Background: an optimization exercise with open tools, aiming at small area. Do not read the settings as production practice.
Function was checked by simulation only, so behaviour that the tests miss may differ from the original.

Setup of sierra:
==> flow/design.v <==
`timescale 1ns / 1ps
module fibonacci_lfsr_64(CLK, nRST, r);
parameter SEED = 64'hFEEDBABEDEADBEEF;
localparam [72:0] POL = 73'h0AAAAAAAAAAAAAAAAAA;
localparam [72:0] INIT = {9'd0, SEED} ^ POL;
input CLK, nRST;
output [8:0] r;
reg [72:0] s;
wire shift_in = s[63] ^ s[62] ^ s[60] ^ s[59];
always @(posedge CLK) begin
    if (!nRST) s <= INIT;
    else s <= {~s[71:0], shift_in};
end
assign r = s[72:64] ^ POL[72:64];
endmodule
`timescale 1ns / 1ps
module stoch_decorr(CLK, nRST, a, rq, y);
input CLK, nRST;
input a;
input [4:0] rq;      
output y;
reg [3:0] k;
reg buf0_n, buf1;
assign y = buf1;
wire [5:0] g;
assign g[1] = rq[0];
genvar i;
generate
    for (i = 1; i < 5; i = i + 1) begin : cmp
        assign g[i+1] = (rq[i] & ~k[i-1]) | (rq[i] & g[i]) | (~k[i-1] & g[i]);
    end
endgenerate
wire shift_in = ~g[5];
wire en = a ? (~y | (&k)) : (y & (|k));
wire [4:0] t;
assign t[0] = en;
generate
    for (i = 0; i < 4; i = i + 1) begin : cnt
        assign t[i+1] = t[i] & ~(k[i] ^ a);
    end
endgenerate
always @(posedge CLK) begin
    if (!nRST) begin
        k <= 4'd0;
        buf0_n <= 1'b1;
        buf1 <= 1'b0;
    end
    else begin
        k <= k ^ t[3:0];
        buf0_n <= ~shift_in;
        buf1 <= ~buf0_n;
    end
end
endmodule
`timescale 1ns / 1ps
module stoch_decorr_mat(CLK, nRST, A, rq, Y);
parameter N = 2;
input CLK, nRST;
input [N-1:0] A;
input [4:0] rq;
output [N-1:0] Y;
genvar i;
generate
    for (i = 0; i < N; i = i + 1) begin : el
        stoch_decorr decorr(
            .CLK(CLK),
            .nRST(nRST),
            .a(A[i]),
            .rq(rq),
            .y(Y[i])
            );
    end
endgenerate
endmodule
`timescale 1ns / 1ps
module stoch_fa(a, b, c, s, co);
input a, b, c;
output s, co;
assign s = a ^ b ^ c;
assign co = (a & b) | (a & c) | (b & c);
endmodule
module stoch_dot_prod(CLK, nRST, u, v, y);
input CLK, nRST;
input [7:0] u, v;
output y;
wire [7:0] c = u & v;
reg [7:0] q;
wire [7:0] nw;
wire s1, s2, s3, s5, k1, k2, k3, k4, k5, k6, k7;
wire [7:3] cy;
stoch_fa fa1(c[0], c[1], c[2], s1, k1);
stoch_fa fa2(c[3], c[4], c[5], s2, k2);
stoch_fa fa3(c[6], c[7], q[0], s3, k3);
stoch_fa fa4(s1, s2, s3, nw[0], k4);
stoch_fa fa5(k1, k2, k3, s5, k5);
stoch_fa fa6(s5, k4, q[1], nw[1], k6);
stoch_fa fa7(k5, k6, q[2], nw[2], k7);
assign cy[3] = k7;
genvar i;
generate
    for (i = 3; i < 8; i = i + 1) begin : inc
        assign nw[i] = q[i] ^ cy[i];
        if (i < 7) assign cy[i+1] = q[i] & cy[i];
    end
endgenerate
assign y = ~nw[7] & (|nw[6:0]);
wire [7:0] bw;
wire [7:0] nxt;
assign bw[0] = y;
generate
    for (i = 0; i < 7; i = i + 1) begin : dec
        assign nxt[i] = nw[i] ^ bw[i];
        assign bw[i+1] = bw[i] & ~nw[i];
    end
endgenerate
assign nxt[7] = nw[7];
always @(posedge CLK) begin
    if (!nRST) q <= 8'd0;
    else q <= nxt;
end
endmodule
`timescale 1ns / 1ps
module stoch_matrix_mult(CLK, nRST, A, B, Y);
parameter NUM_ROWS = 2;
parameter NUM_MID = 2;
input CLK, nRST;
input [(NUM_ROWS*NUM_MID)-1:0] A;
input [NUM_MID-1:0] B;
output [NUM_ROWS-1:0] Y;
genvar i;
generate
    for (i = 0; i < NUM_ROWS; i = i + 1) begin : row
        stoch_dot_prod dot_prod(
            .CLK(CLK),
            .nRST(nRST),
            .u(A[(i*NUM_MID) +: NUM_MID]),
            .v(B),
            .y(Y[i])
            );
    end
endgenerate
endmodule
`timescale 1ns / 1ps
module stoch_square_root(CLK, nRST, a, r, rq, y);
input CLK, nRST;
input a;
input [8:0] r;
input [4:0] rq;
output y;
reg [7:0] m;
reg b_and;
wire y_decorr;
stoch_decorr decorr(
    .CLK(CLK),
    .nRST(nRST),
    .a(y),
    .rq(rq),
    .y(y_decorr)
    );
wire inc = a & ~b_and;
wire dec = ~a & b_and;
wire is_max = ~m[7] & (&m[6:0]);           
wire is_min = m[7] & ~m[4] & ~m[3];        
wire [8:0] all1, all0;
assign all1[0] = 1'b1;
assign all0[0] = 1'b1;
genvar i;
generate
    for (i = 0; i < 8; i = i + 1) begin : chain
        assign all1[i+1] = all1[i] & m[i];
        assign all0[i+1] = all0[i] & ~m[i];
    end
endgenerate
wire [7:0] t = ({8{inc}} & all1[7:0]) | ({8{dec & ~is_min}} & all0[7:0]);
wire [7:0] next_m = (inc & is_max) ? 8'hE7 : (m ^ t);
wire [7:0] g;
assign g[0] = 1'b0;
generate
    for (i = 0; i < 7; i = i + 1) begin : cmp
        assign g[i+1] = (next_m[i] & ~r[i+2]) | (next_m[i] & g[i]) | (~r[i+2] & g[i]);
    end
endgenerate
assign y = ~next_m[7] & g[7];
always @(posedge CLK) begin
    if (!nRST) begin
        m <= 8'd0;
        b_and <= 1'b0;
    end
    else begin
        m <= next_m;
        b_and <= y & y_decorr;
    end
end
endmodule
`timescale 1ns / 1ps
module stoch_l2_norm(CLK, nRST, u, r, rq, y);
parameter VEC_LEN = 2;
input CLK, nRST;
input [VEC_LEN-1:0] u;
input [8:0] r;
input [4:0] rq;
output y;
wire [VEC_LEN-1:0] u_decorr;
wire y_sq;
stoch_decorr_mat #(.N(VEC_LEN)) decorr(
    .CLK(CLK),
    .nRST(nRST),
    .A(u),
    .rq(rq),
    .Y(u_decorr)
    );
stoch_dot_prod dot_prod(
    .CLK(CLK),
    .nRST(nRST),
    .u(u),
    .v(u_decorr),
    .y(y_sq)
    );
stoch_square_root sq_root(
    .CLK(CLK),
    .nRST(nRST),
    .a(y_sq),
    .r(r),
    .rq(rq),
    .y(y)
    );
endmodule
`timescale 1ns / 1ps
module stoch_div(CLK, nRST, a, b, r, y);
input CLK, nRST;
input a, b;
input [4:0] r;       
output y;
reg [9:0] n;
reg b_and;
wire inc = a & ~b_and;
wire dec = ~a & b_and;
wire is_max = ~n[9] & (&n[8:0]);                   
wire is_min = n[9] & ~n[5] & ~n[4] & ~n[0];        
wire [10:0] all1, all0;
assign all1[0] = 1'b1;
assign all0[0] = 1'b1;
genvar i;
generate
    for (i = 0; i < 10; i = i + 1) begin : chain
        assign all1[i+1] = all1[i] & n[i];
        assign all0[i+1] = all0[i] & ~n[i];
    end
endgenerate
wire [9:0] t = ({10{inc}} & all1[9:0]) | ({10{dec & ~is_min}} & all0[9:0]);
wire [9:0] next_n = (inc & is_max) ? 10'h3CE : (n ^ t);
wire [5:0] g;
assign g[0] = 1'b0;
generate
    for (i = 0; i < 5; i = i + 1) begin : cmp
        assign g[i+1] = (next_n[i] & ~r[i]) | (next_n[i] & g[i]) | (~r[i] & g[i]);
    end
endgenerate
assign y = ~next_n[9] & ((|next_n[8:5]) | g[5]);
always @(posedge CLK) begin
    if (!nRST) begin
        n <= 10'd0;
        b_and <= 1'b0;
    end
    else begin
        n <= next_n;
        b_and <= y & b;
    end
end
endmodule
`timescale 1ns / 1ps
module stoch_div_mat(CLK, nRST, A, B, r, Y);
parameter N = 2;
input CLK, nRST;
input [N-1:0] A, B;
input [4:0] r;
output [N-1:0] Y;
genvar i;
generate
    for (i = 0; i < N; i = i + 1) begin : el
        stoch_div div(
            .CLK(CLK),
            .nRST(nRST),
            .a(A[i]),
            .b(B[i]),
            .r(r),
            .y(Y[i])
            );
    end
endgenerate
endmodule
`timescale 1ns / 1ps
module stoch_power_iter(CLK, nRST, A, v, w, sigma, u);
parameter NUM_ROWS = 8;
parameter NUM_COLS = 8;
input CLK, nRST;
input [(NUM_ROWS*NUM_COLS)-1:0] A;
input [NUM_COLS-1:0] v;
output [NUM_ROWS-1:0] w;
output sigma;
output [NUM_ROWS-1:0] u;
wire [8:0] r;
wire [4:0] rq = {r[7:4], |r[3:0]};
fibonacci_lfsr_64 lfsr(
    .CLK(CLK),
    .nRST(nRST),
    .r(r)
    );
stoch_matrix_mult #(.NUM_ROWS(NUM_ROWS), .NUM_MID(NUM_COLS)) mv(
    .CLK(CLK),
    .nRST(nRST),
    .A(A),
    .B(v),
    .Y(w)
    );
stoch_l2_norm #(.VEC_LEN(NUM_ROWS)) norm(
    .CLK(CLK),
    .nRST(nRST),
    .u(w),
    .r(r),
    .rq(rq),
    .y(sigma)
    );
stoch_div_mat #(.N(NUM_ROWS)) div(
    .CLK(CLK),
    .nRST(nRST),
    .A(w),
    .B({NUM_ROWS{sigma}}),
    .r(r[5:1]),
    .Y(u)
    );
endmodule
==> flow/config.mk <==
export PLATFORM = sky130hd
export DESIGN_NAME = stoch_power_iter
export DESIGN_NICKNAME = stoch_power_iter
export VERILOG_FILES = /design/flow/design.v
export SDC_FILE = /design/flow/constraint.sdc
export NUM_CORES = 4
export LEC_CHECK = 0
export CAP_MARGIN = 20
export CORE_MARGIN = 2
export CORE_UTILIZATION = 40
export SLEW_MARGIN = 20
==> flow/constraint.sdc <==
create_clock -name core_clock -period 25.0 [get_ports {CLK}]
set_input_delay 5.0000 -clock core_clock [delete_from_list [all_inputs] [get_ports {CLK}]]
set_output_delay 5.0000 -clock core_clock [all_outputs]
set_load 0.01 [all_outputs]
standard.sh (not shown) runs the stock make flow with config.mk's settings and CLKGATE_MAP_FILE= SYNTH_SCRIPT=/design/flow/synth_recipe.tcl, a recipe that flattens the netlist after the stock synthesis.
==> flow/flow/run.sh <==
#!/bin/bash
# Own layout flow: the standard synthesis, then the combinational logic
# (everything but the flip-flops, which keep their names and cells) is mapped
# again by ABC for area; then the standard layout with smaller port
# buffers and a lighter clock tree.
set -euo pipefail
W=$(pwd)
R=$W/orfs/results/$FLOW_PLATFORM/stoch_power_iter/base

bash standard.sh synth > $W/log_synth.txt 2>&1

cp $R/1_2_yosys.v $W/std_synth.v
STD_NETLIST=$W/std_synth.v OUT_NETLIST=$W/remap.v ABC_SCRIPT=$W/flow/remap.abc \
    LIB=$FLOW_HOME/platforms/$FLOW_PLATFORM/lib/sky130_fd_sc_hd__tt_025C_1v80.lib \
    yosys -c $W/flow/remap.tcl > $W/log_remap.txt 2>&1
cp $W/remap.v $R/1_2_yosys.v
rm -f $R/1_synth.odb $R/1_synth.sdc

bash standard.sh \
    "BUFFER_PORTS_ARGS=-buffer_cell sky130_fd_sc_hd__buf_1" \
    "CTS_ARGS=-sink_clustering_enable -repair_clock_nets -dont_use_dummy_load -buf_list sky130_fd_sc_hd__clkbuf_2" \
    finish > $W/log_layout.txt 2>&1
==> flow/flow/remap.abc <==
strash
&get -n
&st
&syn2
&deepsyn -T 60
&dch -f
&put
amap
topo
==> flow/flow/remap.tcl <==
# Re-map the combinational cells of the standard synthesis with ABC.
# Flip-flops stay as they are (same instances, names and cell types).
yosys read_liberty -ignore_miss_func $::env(LIB)
yosys read_verilog $::env(STD_NETLIST)
yosys hierarchy -top $::env(FLOW_TOP)
yosys setattr -mod -set keep_hierarchy 1 sky130_fd_sc_hd__dfxtp_1 sky130_fd_sc_hd__fa_1
yosys flatten
yosys opt_clean
yosys stat
yosys abc -liberty $::env(LIB) -dont_use *probe* -dont_use *lpflow* -script $::env(ABC_SCRIPT)
yosys opt_clean -purge
yosys hilomap -singleton -hicell sky130_fd_sc_hd__conb_1 HI -locell sky130_fd_sc_hd__conb_1 LO
yosys stat -liberty $::env(LIB)
yosys select $::env(FLOW_TOP)
yosys write_verilog -noattr -nohex -nodec -selected $::env(OUT_NETLIST)
sierra | stages: all done | timing, DRC, antenna: all pass
The inputs of quartz differ from those of sierra as listed below.
==> flow/flow/run.sh <==
#!/bin/bash
# Own layout flow: the standard synthesis, then the combinational logic
# (everything but the flip-flops and full adders; the flip-flops keep their
# names and cells) is mapped again by ABC for area, with four random seeds in
# parallel, keeping the smallest result; then the standard layout with
# small port buffers and a clock tree of small buffers without dummy loads.
set -euo pipefail
W=$(pwd)
R=$W/orfs/results/$FLOW_PLATFORM/stoch_power_iter/base
LIB=$FLOW_HOME/platforms/$FLOW_PLATFORM/lib/sky130_fd_sc_hd__tt_025C_1v80.lib

bash standard.sh synth > $W/log_synth.txt 2>&1

cp $R/1_2_yosys.v $W/std_synth.v
for s in 1 2 3 4; do
    sed "s/@SEED@/$s/" $W/flow/remap.abc > $W/remap_$s.abc
    STD_NETLIST=$W/std_synth.v OUT_NETLIST=$W/remap_$s.v ABC_SCRIPT=$W/remap_$s.abc LIB=$LIB \
        yosys -c $W/flow/remap.tcl > $W/log_remap_$s.txt 2>&1 &
done
wait
best=""
best_area=""
for s in 1 2 3 4; do
    a=$(grep "Chip area for top module" $W/log_remap_$s.txt | tail -1 | awk '{print $NF}')
    [[ -n "$a" && -s $W/remap_$s.v ]] || continue
    if [[ -z "$best" ]] || awk -v a="$a" -v b="$best_area" 'BEGIN { exit !(a < b) }'; then
        best=$s
        best_area=$a
    fi
done
[[ -n "$best" ]]
echo "remap: seed $best, area $best_area" > $W/log_remap_choice.txt
cp $W/remap_$best.v $R/1_2_yosys.v
rm -f $R/1_synth.odb $R/1_synth.sdc

bash standard.sh \
    "BUFFER_PORTS_ARGS=-buffer_cell sky130_fd_sc_hd__buf_1" \
    "CTS_ARGS=-sink_clustering_enable -repair_clock_nets -dont_use_dummy_load -buf_list sky130_fd_sc_hd__clkbuf_2" \
    finish > $W/log_layout.txt 2>&1
==> flow/flow/remap.abc <==
strash
&get -n
&st
&syn2
&deepsyn -T 60 -S @SEED@
&dch -f
&put
amap
topo
==> comparison <==
- quartz | status: complete | timing, DRC, antenna: pass
- Data arrival time at the worst-slack endpoint, sierra and quartz: larger value in quartz
- Going from sierra to quartz, maximum fanout count along the critical path saw a decrease; total routed wirelength has decreased; clock-buffer cell count went up 1.
- There was hardly any difference in multi-input logic portion of the cell area between quartz and sierra.
- quartz vs sierra — overall via count from detail_route dropped 114.
- For number of cells on the critical path, dividing the value from quartz by the value from sierra gives 1.4.
- The hold slack of quartz was superior to that of sierra.
- Compared sierra against quartz; proportion of layout cells with a drive suffix above 1 within noise.
- ~same HPWL after detailed placement in sierra and quartz


north:
Starts from the design.v that is shown in full above.
==> flow/config.mk <==
export PLATFORM = sky130hd
export DESIGN_NAME = stoch_power_iter
export DESIGN_NICKNAME = stoch_power_iter
export VERILOG_FILES = /design/flow/design.v
export SDC_FILE = /design/flow/constraint.sdc
export NUM_CORES = 4
export LEC_CHECK = 0
export CAP_MARGIN = 20
export CORE_MARGIN = 2
export CORE_UTILIZATION = 40
export SLEW_MARGIN = 20
==> flow/constraint.sdc <==
create_clock -name core_clock -period 25.0 [get_ports {CLK}]
set_input_delay 5.0000 -clock core_clock [delete_from_list [all_inputs] [get_ports {CLK}]]
set_output_delay 5.0000 -clock core_clock [all_outputs]
set_load 0.01 [all_outputs]
==> flow/flow/run.sh <==
#!/bin/bash
# Own layout flow.
# 1. the standard synthesis (its registers and names are kept).
# 2. Area-oriented re-synthesis: every module of the design is synthesised on
#    its own with ABC's deep resynthesis, with eight random seeds; for each
#    module the smallest result is kept; the design is then flattened. Its
#    flip-flops get the standard synthesis's names (same Yosys naming), which
#    is checked, and a Yosys equivalence proof against the standard netlist
#    must pass. If either check fails, the standard netlist's combinational
#    logic is re-mapped by ABC instead (remap.tcl), or, failing that, the
#    standard netlist is used as it is.
# 3. the standard layout, with small port buffers and a clock tree of
#    small buffers without dummy loads.
set -uo pipefail
W=$(pwd)
R=$W/orfs/results/$FLOW_PLATFORM/stoch_power_iter/base
LIB=$FLOW_HOME/platforms/$FLOW_PLATFORM/lib/sky130_fd_sc_hd__tt_025C_1v80.lib
export LIB

bash standard.sh synth > $W/log_synth.txt 2>&1 || exit 1
cp $R/1_2_yosys.v $W/std_synth.v

use_netlist() {
    cp "$1" $R/1_2_yosys.v
    rm -f $R/1_synth.odb $R/1_synth.sdc
    echo "netlist: $1" >> $W/log_choice.txt
}

ff_names() {
    grep -o 'sky130_fd_sc_hd__dfxtp_1 [^ ]*' "$1" | sort
}

check_netlist() {
    # same flip-flops (names and cells) as the standard synthesis, and equivalent
    ff_names $W/std_synth.v > $W/ff_std.txt
    ff_names "$1" > $W/ff_new.txt
    cmp -s $W/ff_std.txt $W/ff_new.txt || { echo "$1: flip-flops differ" >> $W/log_choice.txt; return 1; }
    STD_NETLIST=$W/std_synth.v NETLIST="$1" OUT_EQ="$1.eq.txt" \
        timeout 1200 yosys -c $W/flow/eq.tcl > "$1.eq.log" 2>&1 \
        || { echo "$1: equivalence not proven" >> $W/log_choice.txt; return 1; }
    return 0
}

# 2. per-module synthesis, eight seeds, four at a time
for wave in "1 2 3 4" "5 6 7 8"; do
    for s in $wave; do
        sed "s/@SEED@/$s/" $W/flow/pm.abc > $W/pm_$s.abc
        DESIGN=$W/design.v FAMAP=$W/flow/fa_map.v ABC_SCRIPT=$W/pm_$s.abc \
            OUT_STAT=$W/pm_stat_$s.txt OUT_NETLIST=$W/pm_net_$s.v \
            timeout 1200 yosys -c $W/flow/pm.tcl > $W/log_pm_$s.txt 2>&1 &
    done
    wait
done
args=()
for s in 1 2 3 4 5 6 7 8; do
    [[ -s $W/pm_stat_$s.txt && -s $W/pm_net_$s.v ]] && args+=($W/pm_stat_$s.txt $W/pm_net_$s.v)
done
done_ok=0
if (( ${#args[@]} > 0 )) && python3 $W/flow/assemble.py $W/pm_asm.v "${args[@]}" > $W/log_assemble.txt 2>&1; then
    IN_NETLIST=$W/pm_asm.v OUT_STAT=$W/pm_flat_stat.txt OUT_NETLIST=$W/pm_flat.v \
        yosys -c $W/flow/flat.tcl > $W/log_flat.txt 2>&1 \
        && check_netlist $W/pm_flat.v && use_netlist $W/pm_flat.v && done_ok=1
fi

# fallback: re-map the standard netlist's combinational logic
if (( ! done_ok )); then
    for s in 1 2 3 4; do
        sed "s/@SEED@/$s/" $W/flow/remap.abc > $W/remap_$s.abc
        STD_NETLIST=$W/std_synth.v OUT_NETLIST=$W/remap_$s.v ABC_SCRIPT=$W/remap_$s.abc \
            timeout 1200 yosys -c $W/flow/remap.tcl > $W/log_remap_$s.txt 2>&1 &
    done
    wait
    best=""
    best_area=""
    for s in 1 2 3 4; do
        a=$(grep "Chip area for top module" $W/log_remap_$s.txt | tail -1 | awk '{print $NF}')
        [[ -n "$a" && -s $W/remap_$s.v ]] || continue
        if [[ -z "$best" ]] || awk -v a="$a" -v b="$best_area" 'BEGIN { exit !(a < b) }'; then
            best=$s
            best_area=$a
        fi
    done
    if [[ -n "$best" ]] && check_netlist $W/remap_$best.v; then
        use_netlist $W/remap_$best.v
        done_ok=1
    fi
fi
(( done_ok )) || echo "netlist: standard synthesis" >> $W/log_choice.txt

bash standard.sh \
    "BUFFER_PORTS_ARGS=-buffer_cell sky130_fd_sc_hd__buf_1" \
    "CTS_ARGS=-sink_clustering_enable -repair_clock_nets -dont_use_dummy_load -buf_list sky130_fd_sc_hd__clkbuf_2" \
    finish > $W/log_layout.txt 2>&1
==> flow/flow/flat.tcl <==
yosys read_liberty -lib $::env(LIB)
yosys read_verilog $::env(IN_NETLIST)
yosys hierarchy -check -top $::env(FLOW_TOP)
yosys flatten
yosys splitnets
yosys opt_clean -purge
yosys hilomap -singleton -hicell sky130_fd_sc_hd__conb_1 HI -locell sky130_fd_sc_hd__conb_1 LO
yosys tee -o $::env(OUT_STAT) stat -liberty $::env(LIB)
yosys write_verilog -noattr -nohex -nodec $::env(OUT_NETLIST)
==> flow/flow/pm.abc <==
strash
&get -n
&st
&syn2
&deepsyn -T 30 -S @SEED@
&dch -f
&put
amap
topo
==> flow/flow/pm.tcl <==
# Per-module synthesis of the design for area: each module is mapped on its
# own by ABC (with the seed in ABC_SCRIPT); full adders are the library cell.
set LIB $::env(LIB)
yosys read_liberty -lib $LIB
yosys read_verilog $::env(DESIGN)
yosys delete stoch_fa
yosys read_verilog $::env(FAMAP)
yosys hierarchy -check -top $::env(FLOW_TOP)
yosys synth -top $::env(FLOW_TOP) -nofsm -noshare -noabc
yosys rename -wire
yosys dfflibmap -liberty $LIB -dont_use *lpflow*
yosys opt
yosys abc -liberty $LIB -dont_use *probe* -dont_use *lpflow* -script $::env(ABC_SCRIPT)
yosys opt_clean -purge
yosys tee -o $::env(OUT_STAT) stat -liberty $LIB
yosys write_verilog -noattr -nohex -nodec $::env(OUT_NETLIST)
Scripts as last shown in full above: flow/flow/remap.tcl
Other scripts of this flow, unchanged in this note and not shown: flow/flow/assemble.py, flow/flow/eq.tcl, flow/flow/fa_map.v, flow/flow/remap.abc
north: full flow OK, the timing, design-rule and antenna checks passed
### north -> south
# north
export LEC_CHECK = 0
export CAP_MARGIN = 20
export CORE_MARGIN = 2
export CORE_UTILIZATION = 40
export SLEW_MARGIN = 20
create_clock -name core_clock -period 25.0 [get_ports {CLK}]
# south
export LEC_CHECK = 0
export CAP_MARGIN = 20
export CORE_MARGIN = 2
export CORE_UTILIZATION = 60
export PLACE_DENSITY = 0.7
export SLEW_MARGIN = 20
create_clock -name core_clock -period 25.0 [get_ports {CLK}]
diff --git a/flow/flow/run.sh b/flow/flow/run.sh
--- a/flow/flow/run.sh
+++ b/flow/flow/run.sh
@@ -4,3 +4,4 @@
 # 2. Area-oriented re-synthesis: every module of the design is synthesised on
-#    its own with ABC's deep resynthesis, with eight random seeds; for each
+#    its own with ABC's deep resynthesis (eight random seeds, two mappers:
+#    sixteen runs); for each
 #    module the smallest result is kept; the design is then flattened. Its
@@ -43,9 +44,10 @@
 
-# 2. per-module synthesis, eight seeds, four at a time
-for wave in "1 2 3 4" "5 6 7 8"; do
-    for s in $wave; do
-        sed "s/@SEED@/$s/" $W/flow/pm.abc > $W/pm_$s.abc
-        DESIGN=$W/design.v FAMAP=$W/flow/fa_map.v ABC_SCRIPT=$W/pm_$s.abc \
-            OUT_STAT=$W/pm_stat_$s.txt OUT_NETLIST=$W/pm_net_$s.v \
-            timeout 1200 yosys -c $W/flow/pm.tcl > $W/log_pm_$s.txt 2>&1 &
+# 2. per-module synthesis: sixteen runs (eight seeds, two mappers), four at a time
+for wave in "1 2 3 4" "5 6 7 8" "9 10 11 12" "13 14 15 16"; do
+    for c in $wave; do
+        if (( c <= 8 )); then m=amap; else m=nf; fi
+        sed "s/@SEED@/$(( (c - 1) % 8 + 1 ))/" $W/flow/pm_$m.abc > $W/pm_$c.abc
+        DESIGN=$W/design.v FAMAP=$W/flow/fa_map.v ABC_SCRIPT=$W/pm_$c.abc \
+            OUT_STAT=$W/pm_stat_$c.txt OUT_NETLIST=$W/pm_net_$c.v \
+            timeout 1200 yosys -c $W/flow/pm.tcl > $W/log_pm_$c.txt 2>&1 &
     done
@@ -54,4 +56,4 @@
 args=()
-for s in 1 2 3 4 5 6 7 8; do
-    [[ -s $W/pm_stat_$s.txt && -s $W/pm_net_$s.v ]] && args+=($W/pm_stat_$s.txt $W/pm_net_$s.v)
+for c in $(seq 1 16); do
+    [[ -s $W/pm_stat_$c.txt && -s $W/pm_net_$c.v ]] && args+=($W/pm_stat_$c.txt $W/pm_net_$c.v)
 done
diff --git a/flow/flow/flat.tcl b/flow/flow/flat.tcl
--- a/flow/flow/flat.tcl
+++ b/flow/flow/flat.tcl
@@ -4,2 +4,4 @@
 yosys flatten
+# share identical gates of different module instances (not flip-flops)
+yosys opt_merge -share_all t:sky130_fd_sc_hd__dfxtp_1 %n
 yosys splitnets
==> flow/flow/pm_amap.abc (new file) <==
strash
&get -n
&st
&syn2
&deepsyn -T 30 -S @SEED@
&dch -f
&put
amap
topo
==> flow/flow/pm_nf.abc (new file) <==
strash
&get -n
&st
&syn2
&deepsyn -T 30 -S @SEED@
&dch -f
&nf -R 1000
&put
topo
removed: flow/flow/pm.abc
[summary]
- Going from north to south, final net count has decreased, number of global-route vias before repair did not really move, setup slack went up 110 ps, depth of the critical timing path with buffers and inverters included did not really move.
- Relative max-transition margin (south over north): decrease, 0.53 points
- Between north and south, multi-input combinational area share increased.
The inputs of east differ from those of south as listed below.
# south
export LEC_CHECK = 0
export CAP_MARGIN = 20
export CORE_MARGIN = 2
export CORE_UTILIZATION = 60
export PLACE_DENSITY = 0.7
export SLEW_MARGIN = 20
create_clock -name core_clock -period 25.0 [get_ports {CLK}]
# east
export LEC_CHECK = 0
export CAP_MARGIN = 20
export CORE_MARGIN = 2
export CORE_UTILIZATION = 40
export SLEW_MARGIN = 20
create_clock -name core_clock -period 25.0 [get_ports {CLK}]
diff --git a/flow/flow/run.sh b/flow/flow/run.sh
--- a/flow/flow/run.sh
+++ b/flow/flow/run.sh
@@ -4,4 +4,3 @@
 # 2. Area-oriented re-synthesis: every module of the design is synthesised on
-#    its own with ABC's deep resynthesis (eight random seeds, two mappers:
-#    sixteen runs); for each
+#    its own with ABC's deep resynthesis, with eight random seeds; for each
 #    module the smallest result is kept; the design is then flattened. Its
@@ -44,10 +43,9 @@
 
-# 2. per-module synthesis: sixteen runs (eight seeds, two mappers), four at a time
-for wave in "1 2 3 4" "5 6 7 8" "9 10 11 12" "13 14 15 16"; do
-    for c in $wave; do
-        if (( c <= 8 )); then m=amap; else m=nf; fi
-        sed "s/@SEED@/$(( (c - 1) % 8 + 1 ))/" $W/flow/pm_$m.abc > $W/pm_$c.abc
-        DESIGN=$W/design.v FAMAP=$W/flow/fa_map.v ABC_SCRIPT=$W/pm_$c.abc \
-            OUT_STAT=$W/pm_stat_$c.txt OUT_NETLIST=$W/pm_net_$c.v \
-            timeout 1200 yosys -c $W/flow/pm.tcl > $W/log_pm_$c.txt 2>&1 &
+# 2. per-module synthesis, eight seeds, four at a time
+for wave in "1 2 3 4" "5 6 7 8"; do
+    for s in $wave; do
+        sed "s/@SEED@/$s/" $W/flow/pm.abc > $W/pm_$s.abc
+        DESIGN=$W/design.v FAMAP=$W/flow/fa_map.v ABC_SCRIPT=$W/pm_$s.abc \
+            OUT_STAT=$W/pm_stat_$s.txt OUT_NETLIST=$W/pm_net_$s.v \
+            timeout 1200 yosys -c $W/flow/pm.tcl > $W/log_pm_$s.txt 2>&1 &
     done
@@ -56,4 +54,4 @@
 args=()
-for c in $(seq 1 16); do
-    [[ -s $W/pm_stat_$c.txt && -s $W/pm_net_$c.v ]] && args+=($W/pm_stat_$c.txt $W/pm_net_$c.v)
+for s in 1 2 3 4 5 6 7 8; do
+    [[ -s $W/pm_stat_$s.txt && -s $W/pm_net_$s.v ]] && args+=($W/pm_stat_$s.txt $W/pm_net_$s.v)
 done
==> flow/flow/pm.abc (new file) <==
strash
&get -n
&st
&syn2
&deepsyn -T 30 -S @SEED@
&dch -f
&put
amap
topo
removed: flow/flow/pm_amap.abc
removed: flow/flow/pm_nf.abc
--- outcome ---
- south went all the way through synthesis, placement and routing and the layout is clean on timing, DRC and antenna.
- east ended with every stage complete and zero timing, DRC or antenna violations.
- Cmp south and east / shortest period the worst path allows / higher: east
- The met3 capacity usage during global routing in east sits 1.0 points below the value recorded for south.
- Average vias per placed instance (lower): east

-- what the ideal ports hide --
How much do the figures lean on ideal ports? The routed layouts below were timed once more, with nothing changed but the port constraints. Step 1 assumes that a clkbuf_16 drives the clock port and a buf_2 every other input. Step 2 also shifts input and output timing later by t, the mid clock arrival at the registers, as if the neighbouring blocks saw the same clock. a / b / c = ideal / step 1 / step 2; a / b = the first two.
| run | t (ns) | slack for setup (ns) | clock arrival spread, ns | slew at the worst register clock pin (ns) | worst slew at a driven data input, ns |
|---|---|---|---|---|---|
| sierra | 0.923 | 5.953 / 5.925 / 5.925 | 0.072 / 0.073 | 0.11 / 0.11 | 0.04 |
| quartz | 0.883 | 5.111 / 5.089 / 5.089 | 0.150 / 0.149 | 0.10 / 0.10 | 0.04 |
| north | 0.894 | 6.261 / 6.240 / 6.240 | 0.156 / 0.156 | 0.10 / 0.10 | 0.04 |
| south | 0.814 | 6.373 / 6.350 / 6.350 | 0.152 / 0.152 | 0.10 / 0.10 | 0.04 |
| east | 0.865 | 6.170 / 6.149 / 6.149 | 0.111 / 0.112 | 0.11 / 0.11 | 0.04 |
After both steps setup and hold are still met in every run listed. The setup slack of sierra, which loses most, moves by -0.028 ns with the drivers and by -0.028 ns with both steps.
